Background: an optimization exercise with open tools, aiming at small area. Do not read the settings as production practice. The RTL was checked by simulation tests, not by an equivalence proof against the original design. Power is estimated from default activity; no workload was simulated.

// Subtract
module Subtract(
	input wire n_rst,
	input wire clk,
	input wire signed [7:0] A,
	input wire signed [7:0] B,
	output wire signed [8:0] C,
	output wire signed [7:0] D,
	output wire signed [14:0] E,
	output wire signed [7:0] F
);
Settings: LEC_CHECK=0, ABC_AREA=1, CAP_MARGIN=20, CORE_MARGIN=2, CORE_UTILIZATION=35, PLACE_DENSITY=0.6, SLEW_MARGIN=20; clock period 16.0 ns.
run.sh (not shown) runs the stock make flow with config.mk's settings and CLKGATE_MAP_FILE= SYNTH_SCRIPT=/design/flow/synth_recipe.tcl, a recipe that flattens the netlist after the stock synthesis.
The baseline went through all stages and came out clean.
Edit:
==> flow/flow/run.sh (new file) <==
#!/bin/bash
# Standard layout (the standard.sh) with two changes to synthesis:
#  - ABC maps with the area script in flow/abc_area.script
#  - port buffers are buf_1 cells
#  - no full/half-adder cell extraction (ADDER_MAP_FILE empty), so ABC maps all logic
# The ORFS scripts are copied unchanged except for abc_area.script.
set -euo pipefail
cp -r "$FLOW_HOME/scripts" ./scripts_mod
cp flow/abc_area.script ./scripts_mod/abc_area.script
bash standard.sh SCRIPTS_DIR="$PWD/scripts_mod" ABC_AREA=1 ADDER_MAP_FILE= BUFFER_PORTS_ARGS="-buffer_cell sky130_fd_sc_hd__buf_1" finish > standard_flow.log 2>&1
==> flow/flow/abc_area.script (new file) <==
strash
dc2
dch -f
amap
strash
dch -f
amap
topo
stime -c
==> flow/standard.sh (new file) <==
#!/bin/bash
# synth_recipe.tcl (not shown) runs the flow's synth.tcl, then flattens the netlist and writes it again
# the make line also repeats each setting of config.mk as NAME=value (left out here)
make -C /OpenROAD-flow-scripts/flow DESIGN_CONFIG=/design/flow/config.mk WORK_HOME=/design/flow/orfs CLKGATE_MAP_FILE= SYNTH_SCRIPT=/design/flow/synth_recipe.tcl "${@:-finish}"
Settings changed: CORE_UTILIZATION 35 to 60, PLACE_DENSITY 0.6 to 0.75.
removed: flow/run.sh
The new run completed with no timing, DRC or antenna violations; routed wire length came out higher by 1.7%; final cell count fell by 2.9%; synthesized area drops by 23%; sequential power went up by 4.8%.
Edit:
==> flow/flow/run.sh (replaced) <==
#!/bin/bash
# Standard layout (the standard.sh) with two changes to synthesis:
#  - ABC maps with the area script in flow/abc_area.script
#  - no full/half-adder cell extraction (ADDER_MAP_FILE empty), so ABC maps all logic
# The ORFS scripts are copied unchanged except for abc_area.script.
set -euo pipefail
cp -r "$FLOW_HOME/scripts" ./scripts_mod
cp flow/abc_area.script ./scripts_mod/abc_area.script
bash standard.sh SCRIPTS_DIR="$PWD/scripts_mod" ABC_AREA=1 ADDER_MAP_FILE= finish > standard_flow.log 2>&1
Outcome: Wire length climbs by about 2%. Setup slack degrades by 91 ps. Non-clock buffer count does not change. Die area does not change.

---

Setup of job 2930:
Subtract, a different RTL version from the one above (not shown whole).
Size: about 600 cells after synthesis, roughly 16 flip-flops, about 3300 um^2 of cells after synthesis.
clock: 16.0 ns
lec_check: 0
abc_area: 1
cap_margin: 20
core_margin: 2
core_utilization: 60
place_density: 0.75
slew_margin: 20
standard.sh (not shown) runs the stock make flow with config.mk's settings and CLKGATE_MAP_FILE= SYNTH_SCRIPT=/design/flow/synth_recipe.tcl, a recipe that flattens the netlist after the stock synthesis.
==> flow/flow/run.sh <==
#!/bin/bash
# Standard layout (the standard.sh) with two changes to synthesis:
#  - ABC maps with the area script in flow/abc_area.script
#  - port buffers are buf_1 cells
#  - no full/half-adder cell extraction (ADDER_MAP_FILE empty), so ABC maps all logic
# The ORFS scripts are copied unchanged except for abc_area.script.
set -euo pipefail
cp -r "$FLOW_HOME/scripts" ./scripts_mod
cp flow/abc_area.script ./scripts_mod/abc_area.script
bash standard.sh SCRIPTS_DIR="$PWD/scripts_mod" ABC_AREA=1 ADDER_MAP_FILE= BUFFER_PORTS_ARGS="-buffer_cell sky130_fd_sc_hd__buf_1" finish > standard_flow.log 2>&1
==> flow/flow/abc_area.script <==
strash
&get -n
&deepsyn -T 30
&put
dch -f
amap
topo
stime -c
Job 2930: all stages complete, timing, DRC and antenna checks passed
For job 6905, these inputs were changed with respect to job 2930:
Settings: CTS_BUF_LIST newly set to sky130_fd_sc_hd__clkbuf_4.
### Flow results
On job 6905: clock-buffer cell count is 1 lower than what job 2930 gave.
Job 6905 vs job 2930 — power attributed to the clock group dropped about 38%.
Post-route standard cell area excluding fillers, job 2930 and job 6905, higher one = job 2930.
Aggregate routed wire length of job 2930 is on par with job 6905.
For the clock network fraction of design power, job 6905 came in 4.5 points lower than job 2930 did.
On non-clock buffer share of cell area, job 2930 and job 6905 are neck and neck.
Measured slew at the worst slew-check pin (lower): job 6905
Diff job 2930..job 6905 | count of multi-input combinational gates | unchanged
Diff job 2930..job 6905 | number of instances resized during post-cts repair | negligible
Final worst-path cycle share, job 2930 and job 6905: smaller value in job 2930
Final total power went down by a few percent going from job 2930 to job 6905.
Edits applied to the flow inputs when going from job 6905 to job 599:
Settings: CTS_BUF_LIST: sky130_fd_sc_hd__clkbuf_4 -> unset; GPL_TIMING_DRIVEN: unset -> 0.
==> flow/flow/abc_area.script <==
strash
dc2
dch -f
amap
strash
dch -f
amap
topo
stime -c
Notes after the runs:
Job 6905 closes out successfully: all stages finished, all timing, DRC and antenna checks passed.
Having completed the whole flow, job 599 delivered a layout that passed the timing, DRC and antenna checks.
Taking job 6905 as the reference, in job 599 switching power of the nets picked up an extra 8.3%, power attributed to combinational cells picked up an extra 28%, number of endpoints failing setup at the final stage neither gained nor lost much.
In the tables for job 6905 and job 599, aggregate routed wire length reads higher with job 599.
Against job 6905, job 599 comes in about 9% higher on number of placed instances, taps included.
In job 599 the routed length on met2 turned out 620 um higher than in job 6905.
Between job 599 and job 6905, it is job 599 whose sequential fraction of total cell area is lower, by 1.8 points.
The following lists how job 7220 was set up differently from job 599:
Settings: removing GPL_TIMING_DRIVEN (formerly 0).
diff --git a/flow/flow/run.sh b/flow/flow/run.sh
--- a/flow/flow/run.sh
+++ b/flow/flow/run.sh
@@ -4,0 +5 @@
+#  - clock tree: clkbuf_4 buffers, larger sink clusters, no dummy loads
@@ -10 +11 @@
-bash standard.sh SCRIPTS_DIR="$PWD/scripts_mod" ABC_AREA=1 ADDER_MAP_FILE= BUFFER_PORTS_ARGS="-buffer_cell sky130_fd_sc_hd__buf_1" finish > standard_flow.log 2>&1
+bash standard.sh SCRIPTS_DIR="$PWD/scripts_mod" ABC_AREA=1 ADDER_MAP_FILE= BUFFER_PORTS_ARGS="-buffer_cell sky130_fd_sc_hd__buf_1" CTS_ARGS="-sink_clustering_enable -repair_clock_nets -buf_list sky130_fd_sc_hd__clkbuf_4 -dont_use_dummy_load -sink_clustering_size 20 -sink_clustering_max_diameter 200" finish > standard_flow.log 2>&1
==> flow/flow/abc_area.script <==
strash
&get -n
&deepsyn -T 30
&put
dch -f
amap
topo
stime -c
### Flow results
Clock group share of total power (lower): job 7220
Compared with job 599, in job 7220 non-clock buffering overhead in the final layout now smaller; routed length on met2 went down 13%; height of the chip dropped 1.1 um.
From job 599 to job 7220 the numbers moved as follows: relative area change from synthesis to final layout -18 points; mapped cell area decreased by about 3% relative to the old numbers; routed wire length on met3 higher.

## separate check: timing with driven ports
How much do the figures lean on ideal ports? The routed layouts below were timed once more, with nothing changed but the port constraints.
Step 1: set_driving_cell puts a clkbuf_16 on clk and a buf_2 on each other input, an assumption about the parent block.
Step 2, shift: input delay + t, output delay - t, t = (earliest + latest rising clock arrival at the registers) / 2. This alone moves slack from input paths to output paths.
Three values: no drivers, after step 1, after step 2; two values: the first two.
run	t (ns)	slack for setup (ns)	hold slack, ns	slew at the worst register clock pin (ns)
the first run of note 1	0.278	0.790 / 0.756 / 1.034	3.389 / 3.379 / 3.657	0.05 / 0.05
the second run of note 1	0.260	0.972 / 0.954 / 1.214	3.024 / 3.034 / 3.294	0.06 / 0.06
the third run of note 1	0.270	0.880 / 0.859 / 1.129	3.359 / 3.375 / 3.645	0.06 / 0.06
job 2930	0.278	1.601 / 1.579 / 1.857	3.031 / 3.034 / 3.312	0.07 / 0.07
job 6905	0.320	1.576 / 1.556 / 1.876	2.976 / 2.984 / 3.304	0.10 / 0.10
job 599	0.260	0.977 / 0.957 / 1.216	3.026 / 3.033 / 3.292	0.06 / 0.06
job 7220	0.322	1.516 / 1.496 / 1.818	2.981 / 2.985 / 3.307	0.10 / 0.10
After both steps setup and hold are still met in every run listed.
